Context: an optimization exercise on an open-source flow, tuned for small area. The choices shown serve that exercise and are no tape-out recipe.
Only simulation tests tie the RTL to the original design; equivalence was not proved.
Power and IR drop assume default switching activity.

==> flow/design.v <==
module top_robotic_arm (
    input clk,
    input reset,
    input rst,
    input load_rom_data,
    input select_source,
    input [9:0] x_accel,
    input [9:0] y_accel,
    input [9:0] z_accel,
    output [0:6] HEX_0, HEX_1, HEX_2, HEX_3, HEX_4, HEX_5,
    output [9:0] leds,
    output reg pwm_servo1,
    output reg pwm_servo2,
    output reg pwm_servo3,
    output hsync_out,
    output vsync_out,
    output [3:0] VGA_R,
    output [3:0] VGA_G,
    output [3:0] VGA_B
);
reg [12:0] deb_cnt;
wire deb_match = deb_cnt[12] & deb_cnt[9] & deb_cnt[8] & deb_cnt[7] & deb_cnt[3];  
wire deb_two = (deb_cnt == 13'd2);  
always @(posedge clk)
    if (reset | deb_match)
        deb_cnt <= {12'd0, ~reset};
    else
        deb_cnt <= deb_cnt + 13'd1;
reg rst_lvl, rst_rise, load_lvl, load_rise;
always @(posedge clk)
    if (reset) begin
        rst_lvl <= 1'b0;
        rst_rise <= 1'b0;
        load_lvl <= 1'b0;
        load_rise <= 1'b0;
    end else if (deb_match) begin
        rst_lvl <= ~rst;
        rst_rise <= ~rst & ~rst_lvl;
        load_lvl <= ~load_rom_data;
        load_rise <= ~load_rom_data & ~load_lvl;
    end
wire rst_pulse = rst_rise & deb_two;
wire load_pulse = load_rise & deb_two;
wire rstp = reset | rst_pulse;
reg [29:0] rom [0:15];
initial $readmemb("arm_commands.mem", rom);
reg [3:0] idx;
reg valid, active;
reg [14:0] pos;
wire pos_hi = pos[14] & pos[13] & pos[8] & pos[7] & pos[5] & pos[3];
wire pos_tx = pos_hi & pos[0];    
wire pos_end = pos_hi & ~pos[0];  
always @(posedge clk)
    if (rstp) begin
        idx <= 4'd15;
        valid <= 1'b0;
        active <= 1'b0;
        pos <= 15'd25001;
    end else if (!active) begin
        if (load_pulse & (valid | ~select_source))
            active <= 1'b1;
    end else begin
        if (pos_tx) begin
            pos <= 15'd0;
            idx <= idx + 4'd1;
            valid <= 1'b1;
        end else begin
            pos <= pos + 15'd1;
            if (pos_end & (idx == 4'd15))
                active <= 1'b0;
        end
    end
reg [29:0] rom_word;
integer ri;
always @* begin
    rom_word = 30'd0;
    for (ri = 0; ri < 16; ri = ri + 1)
        if (valid && idx == ri)
            rom_word = rom[ri];
end
wire [9:0] xs = select_source ? x_accel : rom_word[29:20];
wire [9:0] ys = select_source ? y_accel : rom_word[19:10];
wire [9:0] zs = select_source ? z_accel : rom_word[9:0];
assign leds = {{5{zs[9]}}, {5{~zs[9]}}};
reg [13:0] q;
reg [12:0] r;
wire q_wrap = q[13] & q[12] & q[10] & q[8] & q[5] & q[2] & q[1] & q[0];  
wire r_carry = (r >= 13'd4973);
wire [12:0] r_next = r_carry ? r - 13'd4973 : r + 13'd27;
wire p2_start = r_carry & (q == 14'd511);
always @(posedge clk)
    if (rstp | q_wrap) begin
        q <= 14'd107;
        r <= 13'd0;
    end else begin
        q <= q + {13'd0, r_carry};
        r <= p2_start ? 13'd26 : r_next;
    end
wire ph0 = (q < 14'd242);
wire ph1 = ~ph0 & (q[13:9] == 5'd0);
wire ph2 = (q[13:9] == 5'd1) & (q[8:0] < 9'd270);
function pwm_level(input [9:0] v, input [8:0] t, input p0, input p1, input p2);
    reg gt;
    begin
        gt = v[8:0] > t;
        pwm_level = p0 | (p1 & (~v[9] | gt)) | (p2 & ~v[9] & gt);
    end
endfunction
always @(posedge clk)
    if (rstp) begin
        pwm_servo1 <= 1'b0;
        pwm_servo2 <= 1'b0;
        pwm_servo3 <= 1'b0;
    end else begin
        pwm_servo1 <= pwm_level(xs, q[8:0], ph0, ph1, ph2);
        pwm_servo2 <= pwm_level(ys, q[8:0], ph0, ph1, ph2);
        pwm_servo3 <= pwm_level(zs, q[8:0], ph0, ph1, ph2);
    end
function [11:0] bcd(input [9:0] v);
    reg [9:0] a;
    reg [21:0] s;
    integer i;
    begin
        a = v[9] ? -v : v;
        s = {12'd0, a};
        for (i = 0; i < 10; i = i + 1) begin
            if (s[13:10] >= 4'd5) s[13:10] = s[13:10] + 4'd3;
            if (s[17:14] >= 4'd5) s[17:14] = s[17:14] + 4'd3;
            if (s[21:18] >= 4'd5) s[21:18] = s[21:18] + 4'd3;
            s = s << 1;
        end
        bcd = s[21:10];
    end
endfunction
function [6:0] seg7(input [3:0] d);
    case (d)
        4'd0: seg7 = 7'b0000001;
        4'd1: seg7 = 7'b1001111;
        4'd2: seg7 = 7'b0010010;
        4'd3: seg7 = 7'b0000110;
        4'd4: seg7 = 7'b1001100;
        4'd5: seg7 = 7'b0100100;
        4'd6: seg7 = 7'b0100000;
        4'd7: seg7 = 7'b0001111;
        4'd8: seg7 = 7'b0000000;
        4'd9: seg7 = 7'b0000100;
        default: seg7 = 7'b1111111;
    endcase
endfunction
wire [11:0] xd = bcd(xs);
wire x_neg = xs[9];
wire h_nz = (xd[11:8] != 4'd0);
wire t_nz = (xd[7:4] != 4'd0);
assign HEX_0 = seg7(xd[3:0]);
assign HEX_1 = (t_nz | h_nz) ? seg7(xd[7:4]) : (x_neg ? 7'b1111110 : 7'b1111111);
assign HEX_2 = h_nz ? seg7(xd[11:8]) : ((x_neg & t_nz) ? 7'b1111110 : 7'b1111111);
assign HEX_3 = {6'b111111, ~(x_neg & h_nz)};
assign HEX_4 = 7'b1111111;
assign HEX_5 = 7'b1111111;
reg half;
reg [9:0] cx, cy;
wire cx_end = cx[9] & cx[8] & cx[5];           
wire cy_end = cy[9] & cy[3] & cy[2] & cy[0];   
always @(posedge clk)
    if (reset) begin
        half <= 1'b0;
        cx <= 10'd0;
        cy <= 10'd0;
    end else begin
        half <= ~half;
        if (~half) begin
            cx <= cx_end ? 10'd0 : cx + 10'd1;
            if (cx_end)
                cy <= cy_end ? 10'd0 : cy + 10'd1;
        end
    end
assign hsync_out = ~((cx >= 10'd658) & (cx <= 10'd752));
assign vsync_out = ~((cx != 10'd0) ? (cy == 10'd491) : (cy == 10'd492));
function [7:0] digit_row(input [3:0] d, input [3:0] row);
    case ({d, row})
        {4'd0, 4'd0}: digit_row = 8'b00111100;
        {4'd0, 4'd1}: digit_row = 8'b01111110;
        {4'd0, 4'd2}: digit_row = 8'b11000011;
        {4'd0, 4'd3}: digit_row = 8'b11000011;
        {4'd0, 4'd4}: digit_row = 8'b11000011;
        {4'd0, 4'd5}: digit_row = 8'b11000011;
        {4'd0, 4'd6}: digit_row = 8'b11000011;
        {4'd0, 4'd7}: digit_row = 8'b11000011;
        {4'd0, 4'd8}: digit_row = 8'b11000011;
        {4'd0, 4'd9}: digit_row = 8'b11000011;
        {4'd0, 4'd10}: digit_row = 8'b01111110;
        {4'd0, 4'd11}: digit_row = 8'b00111100;
        {4'd1, 4'd0}: digit_row = 8'b00011000;
        {4'd1, 4'd1}: digit_row = 8'b00111000;
        {4'd1, 4'd2}: digit_row = 8'b01111000;
        {4'd1, 4'd3}: digit_row = 8'b11011000;
        {4'd1, 4'd4}: digit_row = 8'b10011000;
        {4'd1, 4'd5}: digit_row = 8'b00011000;
        {4'd1, 4'd6}: digit_row = 8'b00011000;
        {4'd1, 4'd7}: digit_row = 8'b00011000;
        {4'd1, 4'd8}: digit_row = 8'b00011000;
        {4'd1, 4'd9}: digit_row = 8'b00011000;
        {4'd1, 4'd10}: digit_row = 8'b01111110;
        {4'd1, 4'd11}: digit_row = 8'b01111110;
        {4'd2, 4'd0}: digit_row = 8'b00111100;
        {4'd2, 4'd1}: digit_row = 8'b01111110;
        {4'd2, 4'd2}: digit_row = 8'b11000011;
        {4'd2, 4'd3}: digit_row = 8'b10000011;
        {4'd2, 4'd4}: digit_row = 8'b00000110;
        {4'd2, 4'd5}: digit_row = 8'b00001100;
        {4'd2, 4'd6}: digit_row = 8'b00011000;
        {4'd2, 4'd7}: digit_row = 8'b00110000;
        {4'd2, 4'd8}: digit_row = 8'b01100000;
        {4'd2, 4'd9}: digit_row = 8'b11000000;
        {4'd2, 4'd10}: digit_row = 8'b11111111;
        {4'd2, 4'd11}: digit_row = 8'b11111111;
        {4'd3, 4'd0}: digit_row = 8'b00111100;
        {4'd3, 4'd1}: digit_row = 8'b01111110;
        {4'd3, 4'd2}: digit_row = 8'b11000011;
        {4'd3, 4'd3}: digit_row = 8'b00000011;
        {4'd3, 4'd4}: digit_row = 8'b00000011;
        {4'd3, 4'd5}: digit_row = 8'b00111110;
        {4'd3, 4'd6}: digit_row = 8'b00111110;
        {4'd3, 4'd7}: digit_row = 8'b00000011;
        {4'd3, 4'd8}: digit_row = 8'b00000011;
        {4'd3, 4'd9}: digit_row = 8'b11000011;
        {4'd3, 4'd10}: digit_row = 8'b01111110;
        {4'd3, 4'd11}: digit_row = 8'b00111100;
        {4'd4, 4'd0}: digit_row = 8'b00000110;
        {4'd4, 4'd1}: digit_row = 8'b00001110;
        {4'd4, 4'd2}: digit_row = 8'b00011110;
        {4'd4, 4'd3}: digit_row = 8'b00110110;
        {4'd4, 4'd4}: digit_row = 8'b01100110;
        {4'd4, 4'd5}: digit_row = 8'b11000110;
        {4'd4, 4'd6}: digit_row = 8'b11111111;
        {4'd4, 4'd7}: digit_row = 8'b11111111;
        {4'd4, 4'd8}: digit_row = 8'b00000110;
        {4'd4, 4'd9}: digit_row = 8'b00000110;
        {4'd4, 4'd10}: digit_row = 8'b00000110;
        {4'd4, 4'd11}: digit_row = 8'b00000110;
        {4'd5, 4'd0}: digit_row = 8'b11111111;
        {4'd5, 4'd1}: digit_row = 8'b11111111;
        {4'd5, 4'd2}: digit_row = 8'b11000000;
        {4'd5, 4'd3}: digit_row = 8'b11000000;
        {4'd5, 4'd4}: digit_row = 8'b11000000;
        {4'd5, 4'd5}: digit_row = 8'b11111100;
        {4'd5, 4'd6}: digit_row = 8'b11111110;
        {4'd5, 4'd7}: digit_row = 8'b00000011;
        {4'd5, 4'd8}: digit_row = 8'b00000011;
        {4'd5, 4'd9}: digit_row = 8'b11000011;
        {4'd5, 4'd10}: digit_row = 8'b01111110;
        {4'd5, 4'd11}: digit_row = 8'b00111100;
        {4'd6, 4'd0}: digit_row = 8'b00111100;
        {4'd6, 4'd1}: digit_row = 8'b01111110;
        {4'd6, 4'd2}: digit_row = 8'b11000011;
        {4'd6, 4'd3}: digit_row = 8'b11000000;
        {4'd6, 4'd4}: digit_row = 8'b11000000;
        {4'd6, 4'd5}: digit_row = 8'b11111100;
        {4'd6, 4'd6}: digit_row = 8'b11111110;
        {4'd6, 4'd7}: digit_row = 8'b11000011;
        {4'd6, 4'd8}: digit_row = 8'b11000011;
        {4'd6, 4'd9}: digit_row = 8'b11000011;
        {4'd6, 4'd10}: digit_row = 8'b01111110;
        {4'd6, 4'd11}: digit_row = 8'b00111100;
        {4'd7, 4'd0}: digit_row = 8'b11111111;
        {4'd7, 4'd1}: digit_row = 8'b11111111;
        {4'd7, 4'd2}: digit_row = 8'b00000011;
        {4'd7, 4'd3}: digit_row = 8'b00000110;
        {4'd7, 4'd4}: digit_row = 8'b00001100;
        {4'd7, 4'd5}: digit_row = 8'b00011000;
        {4'd7, 4'd6}: digit_row = 8'b00110000;
        {4'd7, 4'd7}: digit_row = 8'b01100000;
        {4'd7, 4'd8}: digit_row = 8'b01100000;
        {4'd7, 4'd9}: digit_row = 8'b01100000;
        {4'd7, 4'd10}: digit_row = 8'b01100000;
        {4'd7, 4'd11}: digit_row = 8'b01100000;
        {4'd8, 4'd0}: digit_row = 8'b00111100;
        {4'd8, 4'd1}: digit_row = 8'b01111110;
        {4'd8, 4'd2}: digit_row = 8'b11000011;
        {4'd8, 4'd3}: digit_row = 8'b11000011;
        {4'd8, 4'd4}: digit_row = 8'b11000011;
        {4'd8, 4'd5}: digit_row = 8'b01111110;
        {4'd8, 4'd6}: digit_row = 8'b01111110;
        {4'd8, 4'd7}: digit_row = 8'b11000011;
        {4'd8, 4'd8}: digit_row = 8'b11000011;
        {4'd8, 4'd9}: digit_row = 8'b11000011;
        {4'd8, 4'd10}: digit_row = 8'b01111110;
        {4'd8, 4'd11}: digit_row = 8'b00111100;
        {4'd9, 4'd0}: digit_row = 8'b00111100;
        {4'd9, 4'd1}: digit_row = 8'b01111110;
        {4'd9, 4'd2}: digit_row = 8'b11000011;
        {4'd9, 4'd3}: digit_row = 8'b11000011;
        {4'd9, 4'd4}: digit_row = 8'b11000011;
        {4'd9, 4'd5}: digit_row = 8'b01111111;
        {4'd9, 4'd6}: digit_row = 8'b00111111;
        {4'd9, 4'd7}: digit_row = 8'b00000011;
        {4'd9, 4'd8}: digit_row = 8'b00000011;
        {4'd9, 4'd9}: digit_row = 8'b11000011;
        {4'd9, 4'd10}: digit_row = 8'b01111110;
        {4'd9, 4'd11}: digit_row = 8'b00111100;
        default: digit_row = 8'b00000000;
    endcase
endfunction
function [7:0] letter_row(input [1:0] l, input [3:0] row);
    case ({l, row})
        {2'd0, 4'd0}: letter_row = 8'b11000011;
        {2'd0, 4'd1}: letter_row = 8'b11000011;
        {2'd0, 4'd2}: letter_row = 8'b11000011;
        {2'd0, 4'd3}: letter_row = 8'b01100110;
        {2'd0, 4'd4}: letter_row = 8'b00111100;
        {2'd0, 4'd5}: letter_row = 8'b00111100;
        {2'd0, 4'd6}: letter_row = 8'b00111100;
        {2'd0, 4'd7}: letter_row = 8'b00111100;
        {2'd0, 4'd8}: letter_row = 8'b01100110;
        {2'd0, 4'd9}: letter_row = 8'b11000011;
        {2'd0, 4'd10}: letter_row = 8'b11000011;
        {2'd0, 4'd11}: letter_row = 8'b11000011;
        {2'd1, 4'd0}: letter_row = 8'b11000011;
        {2'd1, 4'd1}: letter_row = 8'b11000011;
        {2'd1, 4'd2}: letter_row = 8'b11000011;
        {2'd1, 4'd3}: letter_row = 8'b11000011;
        {2'd1, 4'd4}: letter_row = 8'b01100110;
        {2'd1, 4'd5}: letter_row = 8'b00111100;
        {2'd1, 4'd6}: letter_row = 8'b00011000;
        {2'd1, 4'd7}: letter_row = 8'b00011000;
        {2'd1, 4'd8}: letter_row = 8'b00011000;
        {2'd1, 4'd9}: letter_row = 8'b00011000;
        {2'd1, 4'd10}: letter_row = 8'b00011000;
        {2'd1, 4'd11}: letter_row = 8'b00011000;
        {2'd2, 4'd0}: letter_row = 8'b11111111;
        {2'd2, 4'd1}: letter_row = 8'b11111111;
        {2'd2, 4'd2}: letter_row = 8'b00000011;
        {2'd2, 4'd3}: letter_row = 8'b00000110;
        {2'd2, 4'd4}: letter_row = 8'b00001100;
        {2'd2, 4'd5}: letter_row = 8'b00011000;
        {2'd2, 4'd6}: letter_row = 8'b00110000;
        {2'd2, 4'd7}: letter_row = 8'b01100000;
        {2'd2, 4'd8}: letter_row = 8'b11000000;
        {2'd2, 4'd9}: letter_row = 8'b11000000;
        {2'd2, 4'd10}: letter_row = 8'b11111111;
        {2'd2, 4'd11}: letter_row = 8'b11111111;
        default: letter_row = 8'b00000000;
    endcase
endfunction
wire band_x = (cy >= 10'd100) & (cy < 10'd116);
wire band_y = (cy >= 10'd150) & (cy < 10'd166);
wire band_z = (cy >= 10'd200) & (cy < 10'd216);
wire [9:0] row_full = cy - (band_x ? 10'd100 : band_y ? 10'd150 : 10'd200);
wire [3:0] row = row_full[3:0];
wire [1:0] letter = band_x ? 2'd0 : band_y ? 2'd1 : 2'd2;
wire [9:0] vs = band_x ? xs : band_y ? ys : zs;
wire v_neg = vs[9];
wire [11:0] vd = bcd(vs);
wire [9:0] colx = cx - (v_neg ? 10'd5 : 10'd0);
reg text_pixel;
reg [3:0] dsel;
reg [2:0] dcol;
reg dshow;
always @* begin
    dsel = 4'd0;
    dcol = 3'd0;
    dshow = 1'b0;
    if (colx >= 10'd115 && colx < 10'd125) begin
        dsel = vd[11:8];
        dcol = colx - 10'd115;
        dshow = (colx < 10'd123);
    end else if (colx >= 10'd125 && colx < 10'd135) begin
        dsel = vd[7:4];
        dcol = colx - 10'd125;
        dshow = (colx < 10'd133);
    end else if (colx >= 10'd135 && colx < 10'd145) begin
        dsel = vd[3:0];
        dcol = colx - 10'd135;
        dshow = (colx < 10'd143);
    end
end
wire [2:0] lcol = cx - 10'd100;
wire [7:0] lrow = letter_row(letter, row);
wire [7:0] drow = digit_row(dsel, row);
always @* begin
    text_pixel = 1'b0;
    if ((band_x | band_y | band_z) && row < 4'd12) begin
        if (cx >= 10'd100 && cx < 10'd108)
            text_pixel = lrow[3'd7 - lcol];
        else if (v_neg && cx >= 10'd115 && cx < 10'd120)
            text_pixel = (row == 4'd5) | (row == 4'd6);
        else if (dshow && cx >= 10'd115)
            text_pixel = drow[3'd7 - dcol];
    end
end
assign VGA_R = {4{text_pixel}};
assign VGA_G = {4{text_pixel}};
assign VGA_B = {4{text_pixel}};
endmodule
==> flow/arm_commands.mem <==
000000110100100001110101101010
000100000001100010110010010111
010010100001011101100111101110
001011100001010000010100111001
011100100000010000100001110110
011100100100010011000101010000
010011011100000010010011100001
001100111001010100110101111000
011011000001000110010010111101
000100001100010111010001101010
010111101100000110010100101111
001010111000010100000110110010
010000111001011100010001000100
011111001001101111010111101000
001101101001100111100000000100
000000100100110100100110001101
==> flow/run.sh <==
#!/bin/bash
# synth_recipe.tcl (not shown) runs the flow's synth.tcl, then flattens the netlist and writes it again
# the make line also repeats each setting of config.mk as NAME=value (left out here)
make -C /OpenROAD-flow-scripts/flow DESIGN_CONFIG=/design/flow/config.mk WORK_HOME=/design/flow/orfs CLKGATE_MAP_FILE= SYNTH_SCRIPT=/design/flow/synth_recipe.tcl finish
==> flow/config.mk <==
export PLATFORM = sky130hd
export DESIGN_NAME = top_robotic_arm
export DESIGN_NICKNAME = top_robotic_arm
export VERILOG_FILES = /design/flow/design.v
export SDC_FILE = /design/flow/constraint.sdc
export NUM_CORES = 4
export LEC_CHECK = 0
export CAP_MARGIN = 20
export CORE_MARGIN = 2
export CORE_UTILIZATION = 40
export SLEW_MARGIN = 20
==> flow/constraint.sdc <==
create_clock -name core_clock -period 50.0 [get_ports {clk}]
set_input_delay 10.0000 -clock core_clock [delete_from_list [all_inputs] [get_ports {clk}]]
set_output_delay 10.0000 -clock core_clock [all_outputs]
set_load 0.01 [all_outputs]
==> metrics.cfg <==
[status]
status=finished clean

[synth]
synth_top_area_cell=dfxtp_1
syn_avg_cell_area_um2=7.17
ys_warn_count=1
synth_area_um2=13300
ys_seq_elements=89
synth_cells=1860
yosysTopAreaCellShare_pct=13.4
synthArstFlopShare_pct=0
synth_edf_count=0
ys_seq_area_share_pct=13.4
yosysUniqueCellTypes=104
synth_ff_type=dfxtp_1
synth_area_leaders=dfxtp_1 (13%), ha_1 (12%), nor2_1 (5.3%)

[cells_and_area]
postLayoutCellArea_um2=14500
diodes=0
layout_common_cells=nor2_1 (190), nand2_1 (146), ha_1 (131)
nets=2028
area_delta_synth_final_pct=8.73
final_common_cell=nor2_1
final_layout_size_suffix_gt1_share_pct=6.06

[setup_path]
crit_required_ns=40.00
startpoint_type=primary input
path_max_fanout=40
critPathKind=in -> out
critical_path_arrival_ns=25.41
cp_slowest_cell=clkdlybuf4s50_1
cp_common_cell=ha_1
worst_setup_path_end_kind=primary output
cpPeakStageDelay_ns=0.62

[floorplanning]
die_h_um=187
core-area_um2=32700
start_util_pct=40.8
dieArea_um2=34800
ios=104
rows=66
die_w_um=187

[timing]
clock_skew_ns=0.00867
slew_viol_final=0
setup_viol_count_final=0
max_freq_ghz=0.0282
holdWs_ns=0.480
rsz0062_at_grt=false
relSlewSlack_pct=32.9
period_minus_slack_ns=35.41
fin_crit_sh_pct=70.8
tightest_slew_ns=1.01
tns_ns=0
hold_viol_final=0

[global_routing]
grt_usage_pct=21.6
grt_first_pass_wirelength_um=63600
grt_remaining_overflow=0
antenna_found_initial=0
grt_start_max_net_pins=50
first_global_vias=12500

[clock_network]
clock-root-buffer=clkbuf_16
clock_latency_ns=0.37
cts_sinks=89
htreeDepth=3
cts_buffers=9
hold_buffers=0
cts_resized=0
cts_tree=built
post_cts_buffers=0
cts.clk_slew.worst_paths_ns=0.06
cts_buffer_depth=2

[pwr]
p_per_area_nw_per_um2=52.2
ir_drop_mv=0.158
power.leakage_uw=0.00592

[hold_path]
min_path_type=reg -> reg

[placed_design]
place_congestion=0.977
placed_cell_area_um2=14200
place.detailed.hpwl_um=30000
io_buffers=83

[drt]
routed_via_density=5.94
routedWlPerCell_um=16.9
drt_iter0_drc=1356
ant_nets=0
drt-pass1-iter-count=7
wirelength_um=39100
via_count=13700
drc=0

[job]
drv_cap=0

==> flip-flops by register name (all words and copies together), names as in the netlist, 4 cells and up <==
signal / count
r: 13
idx: 4
cy: 10
q: 14
pos: 15
deb_cnt: 13
cx: 10
==> Yosys cell counts, drive strengths merged, types with 23 or more instances <==
library cell,number
nand3,57
a31oi,26
xnor2,55
nor2,192
nand2,148
ha,131
xor2,38
buf,77
nand2b,39
mux2i,49
o21ai,125
nor3,47
dfxtp,89
inv,122
nand4,30
nor4,24
a211oi,23
nor2b,30
clkbuf,52
a21oi,129
==> power by group <==
part	leakage, µW	switching [µW]	total (µW)	internal, µW
Clock	0.000140	32.0	66.8	34.7
Combinational	0.00506	333	614	281
Sequential	0.000722	2.91	75.7	72.8
==> critical path: cells and delay by family <==
| family | cells | cell delay (ns) |
|---|---|---|
| buf+inv | 9 | 2.45 |
| fa+ha+maj | 9 | 2.28 |
| xor+xnor | 2 | 0.41 |
| simple gates | 21 | 4.16 |
| compound gates | 20 | 5.83 |
| mux | 1 | 0.21 |
==> layout make-up <==
type,count,area [µm²]
clock buffer,9,225
clock inverter,7,61.3
fill,3400,18200
inverter,123,462
multi-input combinational,1538,10500
sequential,89,1780
tap,442,553
timing repair buffer,100,958
==> through the flow <==
step | worst slack [ns] | utilization (%) | total power [µW] | cells
detailed placement | 14.92 | 43.5 | 685 | 2292
floorplan | 18.15 | - | 479 | 1879
CTS | 14.88 | 44.3 | 758 | 2308
global placement | 15.52 | 43.5 | 678 | 2292
global route | 13.42 | 44.3 | 835 | 2308
finish | 14.59 | 44.3 | 756 | 2308
==> metal layers <==
layer  vias to the layer above  routed length, µm  part of all wire, %  global-route usage (%)
li1                       6736                  -                    -                       -
met1                      6405              18200                   47                    29.5
met2                       496              17600                   45                    35.1
met3                        71               2280                  5.8                    2.76
met4                         0                995                  2.5                    7.14
met5                         -                  0                    0                       0
==> kinds of logic after synthesis <==
| family | count (synthesis) | synth area share (%) |
|---|---|---|
| other cells | 1 | 0.0281 |
| buf+inv | 252 | 8.81 |
| compound gates | 536 | 27.8 |
| xor+xnor | 93 | 6.11 |
| simple gates | 692 | 26.4 |
| mux | 64 | 5.00 |
| flops | 89 | 13.4 |
| fa+ha+maj | 133 | 12.5 |
==> path summary, 6_finish.rpt <==
check | from | to | slack [ns] | depth (start not counted)
max reg2reg | valid | pwm_servo1 | 45.05 | 20
min reg2reg | r[0] | r[0] | 0.48 | 1
min | r[0] | r[0] | 0.48 | 1
max | select_source | VGA_G[2] | 14.59 | 62

## what the ideal ports hide
No port has a modelled driver above. Below, the same layout with a new extraction and two added sets of constraints.
Step 1: set_driving_cell puts a clkbuf_16 on clk and a buf_2 on each other input, an assumption about the parent block.
Step 2, shift: input delay + t, output delay - t, t = (earliest + latest rising clock arrival at the registers) / 2. This alone moves slack from input paths to output paths.
Slacks: ideal / step 1 / step 2; pairs: ideal / step 1.
t, ns: 0.410
slack for setup (ns): 14.593 / 14.570 / 14.570
worst setup path after step 2: input to output
clock arrival spread, ns: 0.008 / 0.008
slew at the worst register clock pin (ns): 0.07 / 0.07
After both steps setup and hold are still met in this run. For this run, drivers alone change the setup slack by -0.023 ns; drivers and shift together by -0.023 ns.
